What follows belongs to an exercise in optimizing a design on an open flow for small area, a short achievable clock period and few clock cycles per item; a production flow would make more cautious choices.
Where RTL was checked, it was by simulation tests only, not by an equivalence proof against the original.

==> inputs of willow <==
// fbindct_8bit
module fbindct_8bit #(
  parameter IN_WIDTH = 8,
  parameter INT_BITS = 6,
  parameter FRAC_BITS = 6,
  parameter INTER_WIDTH = IN_WIDTH + INT_BITS + FRAC_BITS,
  parameter OUT_WIDTH = 20
)(
  input                                        clk,
  input                                        rst,
  input signed [8*IN_WIDTH-1:0]                x_in,
  input                                        ready_in,
  input                                        load,
  output                                       valid_out,
  output signed [8*OUT_WIDTH-1:0]              y_out
);
==> flow/config.mk <==
export PLATFORM = sky130hd
export DESIGN_NAME = fbindct_8bit
export DESIGN_NICKNAME = fbindct_8bit
export VERILOG_FILES = /design/flow/design.v
export SDC_FILE = /design/flow/constraint.sdc
export NUM_CORES = 4
export LEC_CHECK = 0
export CAP_MARGIN = 20
export CORE_MARGIN = 2
export CORE_UTILIZATION = 40
export SLEW_MARGIN = 20
export SYNTH_HIERARCHICAL = 1
==> flow/constraint.sdc <==
create_clock -name core_clock -period 10.0 [get_ports {clk}]
set_input_delay 2.0000 -clock core_clock [delete_from_list [all_inputs] [get_ports {clk}]]
set_output_delay 2.0000 -clock core_clock [all_outputs]
set_load 0.01 [all_outputs]
standard.sh (not shown) runs the stock make flow with config.mk's settings and CLKGATE_MAP_FILE= SYNTH_SCRIPT=/design/flow/synth_recipe.tcl, a recipe that flattens the netlist after the stock synthesis.
==> flow/flow/run.sh <==
#!/bin/bash
# The standard layout, with plain buf_1 cells as the port buffers instead of the
# delay buffers buffer_ports picks by default. Every port still gets its buffer.
set -euo pipefail
bash standard.sh "BUFFER_PORTS_ARGS=-buffer_cell sky130_fd_sc_hd__buf_1" finish > standard_flow.log 2>&1
==> lagoon: changes against willow <==
==> flow/run.sh (new file) <==
#!/bin/bash
# synth_recipe.tcl (not shown) runs the flow's synth.tcl, then flattens the netlist and writes it again
# the make line also repeats each setting of config.mk as NAME=value (left out here)
make -C /OpenROAD-flow-scripts/flow DESIGN_CONFIG=/design/flow/config.mk WORK_HOME=/design/flow/orfs CLKGATE_MAP_FILE= SYNTH_SCRIPT=/design/flow/synth_recipe.tcl finish
removed: flow/flow/run.sh
removed: flow/standard.sh
==> metrics.cfg <==
[outcome]
status=finished clean

[sta]
fin_hold_ws_ps=501

[cells_and_area]
n_fill_cell=3781

[grt]
gr-usage-met2=0.326

Source of the figures above: willow

==> metrics.cfg <==
[outcome]
status=finished clean

[floorplanning]
taps=518
die_h_um=202

[drt]
wl_met3_um=2290

[grt]
gr-usage-met2=0.321

[sta]
fin_hold_ws_ps=495

[cells_and_area]
n_fill_cell=3676

Source of the figures above: lagoon

Function was not checked in any run of this note: the RTL went through the layout flow alone.

* * *

==> try-raven <==
Another version of the RTL of fbindct_8bit (not shown whole).
==> flow/config.mk <==
export PLATFORM = sky130hd
export DESIGN_NAME = fbindct_8bit
export DESIGN_NICKNAME = fbindct_8bit
export VERILOG_FILES = /design/flow/design.v
export SDC_FILE = /design/flow/constraint.sdc
export NUM_CORES = 4
export LEC_CHECK = 0
export ABC_AREA = 1
export CAP_MARGIN = 20
export CORE_MARGIN = 2
export CORE_UTILIZATION = 40
export SLEW_MARGIN = 20
export SYNTH_HIERARCHICAL = 1
==> flow/constraint.sdc <==
create_clock -name core_clock -period 10.0 [get_ports {clk}]
set_input_delay 2.0000 -clock core_clock [delete_from_list [all_inputs] [get_ports {clk}]]
set_output_delay 2.0000 -clock core_clock [all_outputs]
set_load 0.01 [all_outputs]
==> flow/flow/run.sh <==
#!/bin/bash
# The standard layout, with plain buf_1 cells as the port buffers instead of the
# delay buffers buffer_ports picks by default. Every port still gets its buffer.
set -euo pipefail
bash standard.sh "BUFFER_PORTS_ARGS=-buffer_cell sky130_fd_sc_hd__buf_1" finish > standard_flow.log 2>&1
==> try-cedar (differences from try-raven) <==
--- a/flow/design.v
+++ b/flow/design.v
@@ -38,61 +38,43 @@
   wire [8:0] n0_g = n0_a & n0_b;
   wire n0_G1 = n0_g[1] | (n0_p[1] & n0_g[0]);
   wire n0_G2 = n0_g[2] | (n0_p[2] & n0_G1);
   wire n0_G3 = n0_g[3] | (n0_p[3] & n0_G2);
   wire n0_G4 = n0_g[4] | (n0_p[4] & n0_G3);
   wire n0_G5 = n0_g[5] | (n0_p[5] & n0_G4);
-  wire n0_P5 = n0_p[5] & 1'b0;
-  wire n0_G6 = n0_g[7] | (n0_p[7] & n0_g[6]);
-  wire n0_P6 = n0_p[7] & n0_p[6];
-  wire n0_G7 = n0_G6 | (n0_P6 & n0_G5);
-  wire n0_P7 = n0_P6 & n0_P5;
-  wire n0_G8 = n0_g[6] | (n0_p[6] & n0_G5);
-  wire n0_P8 = n0_p[6] & n0_P5;
-  wire n0_G9 = n0_g[8] | (n0_p[8] & n0_G7);
-  wire n0_P9 = n0_p[8] & n0_P7;
-  wire [8:0] n0 = {n0_p[8] ^ n0_G7, n0_p[7] ^ n0_G8, n0_p[6] ^ n0_G5, n0_p[5] ^ n0_G4, n0_p[4] ^ n0_G3, n0_p[3] ^ n0_G2, n0_p[2] ^ n0_G1, n0_p[1] ^ n0_g[0], n0_p[0]};
+  wire n0_G6 = n0_g[6] | (n0_p[6] & n0_G5);
+  wire n0_G7 = n0_g[7] | (n0_p[7] & n0_G6);
+  wire n0_G8 = n0_g[8] | (n0_p[8] & n0_G7);
+  wire [8:0] n0 = {n0_p[8] ^ n0_G7, n0_p[7] ^ n0_G6, n0_p[6] ^ n0_G5, n0_p[5] ^ n0_G4, n0_p[4] ^ n0_G3, n0_p[3] ^ n0_G2, n0_p[2] ^ n0_G1, n0_p[1] ^ n0_g[0], n0_p[0]};
   wire [8:0] n7_a = {{1{x0[7]}}, x0};
   wire [8:0] n7_b = ~{{1{x7[7]}}, x7};
   wire [8:0] n7_p = n7_a ^ n7_b;
   wire [8:0] n7_g = n7_a & n7_b;
   wire n7_g0 = n7_a[0] | n7_b[0];
   wire n7_G1 = n7_g[1] | (n7_p[1] & n7_g0);
   wire n7_G2 = n7_g[2] | (n7_p[2] & n7_G1);
   wire n7_G3 = n7_g[3] | (n7_p[3] & n7_G2);
   wire n7_G4 = n7_g[4] | (n7_p[4] & n7_G3);
   wire n7_G5 = n7_g[5] | (n7_p[5] & n7_G4);
-  wire n7_P5 = n7_p[5] & 1'b0;
-  wire n7_G6 = n7_g[7] | (n7_p[7] & n7_g[6]);
-  wire n7_P6 = n7_p[7] & n7_p[6];
-  wire n7_G7 = n7_G6 | (n7_P6 & n7_G5);
-  wire n7_P7 = n7_P6 & n7_P5;
-  wire n7_G8 = n7_g[6] | (n7_p[6] & n7_G5);
-  wire n7_P8 = n7_p[6] & n7_P5;
-  wire n7_G9 = n7_g[8] | (n7_p[8] & n7_G7);
-  wire n7_P9 = n7_p[8] & n7_P7;
-  wire [8:0] n7 = {n7_p[8] ^ n7_G7, n7_p[7] ^ n7_G8, n7_p[6] ^ n7_G5, n7_p[5] ^ n7_G4, n7_p[4] ^ n7_G3, n7_p[3] ^ n7_G2, n7_p[2] ^ n7_G1, n7_p[1] ^ n7_g0, ~n7_p[0]};
+  wire n7_G6 = n7_g[6] | (n7_p[6] & n7_G5);
+  wire n7_G7 = n7_g[7] | (n7_p[7] & n7_G6);
+  wire n7_G8 = n7_g[8] | (n7_p[8] & n7_G7);
+  wire [8:0] n7 = {n7_p[8] ^ n7_G7, n7_p[7] ^ n7_G6, n7_p[6] ^ n7_G5, n7_p[5] ^ n7_G4, n7_p[4] ^ n7_G3, n7_p[3] ^ n7_G2, n7_p[2] ^ n7_G1, n7_p[1] ^ n7_g0, ~n7_p[0]};
   wire [8:0] n1_a = {{1{x1[7]}}, x1};
   wire [8:0] n1_b = {{1{x6[7]}}, x6};
   wire [8:0] n1_p = n1_a ^ n1_b;
   wire [8:0] n1_g = n1_a & n1_b;
   wire n1_G1 = n1_g[1] | (n1_p[1] & n1_g[0]);
   wire n1_G2 = n1_g[2] | (n1_p[2] & n1_G1);
   wire n1_G3 = n1_g[3] | (n1_p[3] & n1_G2);
   wire n1_G4 = n1_g[4] | (n1_p[4] & n1_G3);
   wire n1_G5 = n1_g[5] | (n1_p[5] & n1_G4);
-  wire n1_P5 = n1_p[5] & 1'b0;
-  wire n1_G6 = n1_g[7] | (n1_p[7] & n1_g[6]);
-  wire n1_P6 = n1_p[7] & n1_p[6];
-  wire n1_G7 = n1_G6 | (n1_P6 & n1_G5);
-  wire n1_P7 = n1_P6 & n1_P5;
-  wire n1_G8 = n1_g[6] | (n1_p[6] & n1_G5);
-  wire n1_P8 = n1_p[6] & n1_P5;
-  wire n1_G9 = n1_g[8] | (n1_p[8] & n1_G7);
-  wire n1_P9 = n1_p[8] & n1_P7;
-  wire [8:0] n1 = {n1_p[8] ^ n1_G7, n1_p[7] ^ n1_G8, n1_p[6] ^ n1_G5, n1_p[5] ^ n1_G4, n1_p[4] ^ n1_G3, n1_p[3] ^ n1_G2, n1_p[2] ^ n1_G1, n1_p[1] ^ n1_g[0], n1_p[0]};
+  wire n1_G6 = n1_g[6] | (n1_p[6] & n1_G5);
+  wire n1_G7 = n1_g[7] | (n1_p[7] & n1_G6);
+  wire n1_G8 = n1_g[8] | (n1_p[8] & n1_G7);
+  wire [8:0] n1 = {n1_p[8] ^ n1_G7, n1_p[7] ^ n1_G6, n1_p[6] ^ n1_G5, n1_p[5] ^ n1_G4, n1_p[4] ^ n1_G3, n1_p[3] ^ n1_G2, n1_p[2] ^ n1_G1, n1_p[1] ^ n1_g[0], n1_p[0]};
   wire [8:0] n6_a = {{1{x1[7]}}, x1};
   wire [8:0] n6_b = ~{{1{x6[7]}}, x6};
   wire [8:0] n6_p = n6_a ^ n6_b;
   wire [8:0] n6_g = n6_a & n6_b;
   wire n6_g0 = n6_a[0] | n6_b[0];
   wire n6_G1 = n6_g[1] | (n6_p[1] & n6_g0);
@@ -126,22 +108,16 @@
   wire [8:0] n2_g = n2_a & n2_b;
   wire n2_G1 = n2_g[1] | (n2_p[1] & n2_g[0]);
   wire n2_G2 = n2_g[2] | (n2_p[2] & n2_G1);
   wire n2_G3 = n2_g[3] | (n2_p[3] & n2_G2);
   wire n2_G4 = n2_g[4] | (n2_p[4] & n2_G3);
   wire n2_G5 = n2_g[5] | (n2_p[5] & n2_G4);
-  wire n2_P5 = n2_p[5] & 1'b0;
-  wire n2_G6 = n2_g[7] | (n2_p[7] & n2_g[6]);
-  wire n2_P6 = n2_p[7] & n2_p[6];
-  wire n2_G7 = n2_G6 | (n2_P6 & n2_G5);
-  wire n2_P7 = n2_P6 & n2_P5;
-  wire n2_G8 = n2_g[6] | (n2_p[6] & n2_G5);
-  wire n2_P8 = n2_p[6] & n2_P5;
-  wire n2_G9 = n2_g[8] | (n2_p[8] & n2_G7);
-  wire n2_P9 = n2_p[8] & n2_P7;
-  wire [8:0] n2 = {n2_p[8] ^ n2_G7, n2_p[7] ^ n2_G8, n2_p[6] ^ n2_G5, n2_p[5] ^ n2_G4, n2_p[4] ^ n2_G3, n2_p[3] ^ n2_G2, n2_p[2] ^ n2_G1, n2_p[1] ^ n2_g[0], n2_p[0]};
+  wire n2_G6 = n2_g[6] | (n2_p[6] & n2_G5);
+  wire n2_G7 = n2_g[7] | (n2_p[7] & n2_G6);
+  wire n2_G8 = n2_g[8] | (n2_p[8] & n2_G7);
+  wire [8:0] n2 = {n2_p[8] ^ n2_G7, n2_p[7] ^ n2_G6, n2_p[6] ^ n2_G5, n2_p[5] ^ n2_G4, n2_p[4] ^ n2_G3, n2_p[3] ^ n2_G2, n2_p[2] ^ n2_G1, n2_p[1] ^ n2_g[0], n2_p[0]};
   wire [8:0] n5_a = {{1{x2[7]}}, x2};
   wire [8:0] n5_b = ~{{1{x5[7]}}, x5};
   wire [8:0] n5_p = n5_a ^ n5_b;
   wire [8:0] n5_g = n5_a & n5_b;
   wire n5_g0 = n5_a[0] | n5_b[0];
   wire n5_G1 = n5_g[1] | (n5_p[1] & n5_g0);
@@ -175,42 +151,30 @@
   wire [8:0] n3_g = n3_a & n3_b;
   wire n3_G1 = n3_g[1] | (n3_p[1] & n3_g[0]);
   wire n3_G2 = n3_g[2] | (n3_p[2] & n3_G1);
   wire n3_G3 = n3_g[3] | (n3_p[3] & n3_G2);
   wire n3_G4 = n3_g[4] | (n3_p[4] & n3_G3);
   wire n3_G5 = n3_g[5] | (n3_p[5] & n3_G4);
-  wire n3_P5 = n3_p[5] & 1'b0;
-  wire n3_G6 = n3_g[7] | (n3_p[7] & n3_g[6]);
-  wire n3_P6 = n3_p[7] & n3_p[6];
-  wire n3_G7 = n3_G6 | (n3_P6 & n3_G5);
-  wire n3_P7 = n3_P6 & n3_P5;
-  wire n3_G8 = n3_g[6] | (n3_p[6] & n3_G5);
-  wire n3_P8 = n3_p[6] & n3_P5;
-  wire n3_G9 = n3_g[8] | (n3_p[8] & n3_G7);
-  wire n3_P9 = n3_p[8] & n3_P7;
-  wire [8:0] n3 = {n3_p[8] ^ n3_G7, n3_p[7] ^ n3_G8, n3_p[6] ^ n3_G5, n3_p[5] ^ n3_G4, n3_p[4] ^ n3_G3, n3_p[3] ^ n3_G2, n3_p[2] ^ n3_G1, n3_p[1] ^ n3_g[0], n3_p[0]};
+  wire n3_G6 = n3_g[6] | (n3_p[6] & n3_G5);
+  wire n3_G7 = n3_g[7] | (n3_p[7] & n3_G6);
+  wire n3_G8 = n3_g[8] | (n3_p[8] & n3_G7);
+  wire [8:0] n3 = {n3_p[8] ^ n3_G7, n3_p[7] ^ n3_G6, n3_p[6] ^ n3_G5, n3_p[5] ^ n3_G4, n3_p[4] ^ n3_G3, n3_p[3] ^ n3_G2, n3_p[2] ^ n3_G1, n3_p[1] ^ n3_g[0], n3_p[0]};
   wire [8:0] n4_a = {{1{x3[7]}}, x3};
   wire [8:0] n4_b = ~{{1{x4[7]}}, x4};
   wire [8:0] n4_p = n4_a ^ n4_b;
   wire [8:0] n4_g = n4_a & n4_b;
   wire n4_g0 = n4_a[0] | n4_b[0];
   wire n4_G1 = n4_g[1] | (n4_p[1] & n4_g0);
   wire n4_G2 = n4_g[2] | (n4_p[2] & n4_G1);
   wire n4_G3 = n4_g[3] | (n4_p[3] & n4_G2);
   wire n4_G4 = n4_g[4] | (n4_p[4] & n4_G3);
   wire n4_G5 = n4_g[5] | (n4_p[5] & n4_G4);
-  wire n4_P5 = n4_p[5] & 1'b0;
-  wire n4_G6 = n4_g[7] | (n4_p[7] & n4_g[6]);
-  wire n4_P6 = n4_p[7] & n4_p[6];
-  wire n4_G7 = n4_G6 | (n4_P6 & n4_G5);
-  wire n4_P7 = n4_P6 & n4_P5;
-  wire n4_G8 = n4_g[6] | (n4_p[6] & n4_G5);
-  wire n4_P8 = n4_p[6] & n4_P5;
-  wire n4_G9 = n4_g[8] | (n4_p[8] & n4_G7);
-  wire n4_P9 = n4_p[8] & n4_P7;
-  wire [8:0] n4 = {n4_p[8] ^ n4_G7, n4_p[7] ^ n4_G8, n4_p[6] ^ n4_G5, n4_p[5] ^ n4_G4, n4_p[4] ^ n4_G3, n4_p[3] ^ n4_G2, n4_p[2] ^ n4_G1, n4_p[1] ^ n4_g0, ~n4_p[0]};
+  wire n4_G6 = n4_g[6] | (n4_p[6] & n4_G5);
+  wire n4_G7 = n4_g[7] | (n4_p[7] & n4_G6);
+  wire n4_G8 = n4_g[8] | (n4_p[8] & n4_G7);
+  wire [8:0] n4 = {n4_p[8] ^ n4_G7, n4_p[7] ^ n4_G6, n4_p[6] ^ n4_G5, n4_p[5] ^ n4_G4, n4_p[4] ^ n4_G3, n4_p[3] ^ n4_G2, n4_p[2] ^ n4_G1, n4_p[1] ^ n4_g0, ~n4_p[0]};
   wire [9:0] nt0_a = {{1{n0[8]}}, n0};
   wire [9:0] nt0_b = {{1{n3[8]}}, n3};
   wire [9:0] nt0_p = nt0_a ^ nt0_b;
   wire [9:0] nt0_g = nt0_a & nt0_b;
   wire nt0_G1 = nt0_g[1] | (nt0_p[1] & nt0_g[0]);
   wire nt0_G2 = nt0_g[2] | (nt0_p[2] & nt0_G1);
Settings changed: CTS_BUF_LIST set to sky130_fd_sc_hd__clkbuf_4 sky130_fd_sc_hd__clkbuf_8, SETUP_SLACK_MARGIN set to 4.6.
==> comparison table <==
item	try-raven	try-cedar
Met3 WL	1260 um	1450 um
Clock slew seen by the registers of the worst setup and hold paths	0.06 ns	0.08 ns
Nets	1785	1849
Die extent in y	181 um	180 um
Design Area, Final	13700 sq um	15800 sq um
Cell depth of the worst setup path	13	15
Clock network area share	0.0241	0.0115
Core outline area	30700 sq um	30500 sq um
Status	finished clean	finished clean
Layout Utilization	0.447	0.516
Number of buffer and inverter stages on the critical path	3	4
Count of buffers not belonging to the clock network in the layout	207	305
Distinct cells, synth	36	39
Testbench counts of try-cedar, summed over its fixed seeds: cycles 4,096, rows 2,048.
The RTL of try-raven was laid out without a check of its function.

-- afterwards: timing with drivers on the ports --
In the flow no input, the clock included, has a driving cell. The finished layouts below were timed again as built, in two steps. Step 1, drivers: a clkbuf_16 drives clk and a buf_2 each remaining input, both assumed. Step 2, shift: input delay + t, output delay - t, t = (earliest + latest rising clock arrival at the registers) / 2. This alone moves slack from input paths to output paths. Three values: no drivers, after step 1, after step 2; two values: the first two.
run | t (ns) | slack for setup (ns) | worst setup path at the end | worst register clock-pin slew, ns | worst data-port slew with drivers (ns)
willow | 0.367 | 2.619 / 2.579 / 2.946 | register to output | 0.06 / 0.06 | 0.09
lagoon | 0.366 | 2.304 / 2.263 / 2.629 | register to output | 0.06 / 0.06 | 0.10
try-raven | 0.389 | 3.816 / 3.771 / 3.711 | input to register | 0.06 / 0.06 | 0.09
try-cedar | 0.408 | 4.085 / 4.046 / 3.977 | input to register | 0.08 / 0.08 | 0.09
After both steps setup and hold are still met in every run listed. For try-cedar, which loses most, drivers alone change the setup slack by -0.039 ns; drivers and shift together by -0.108 ns.
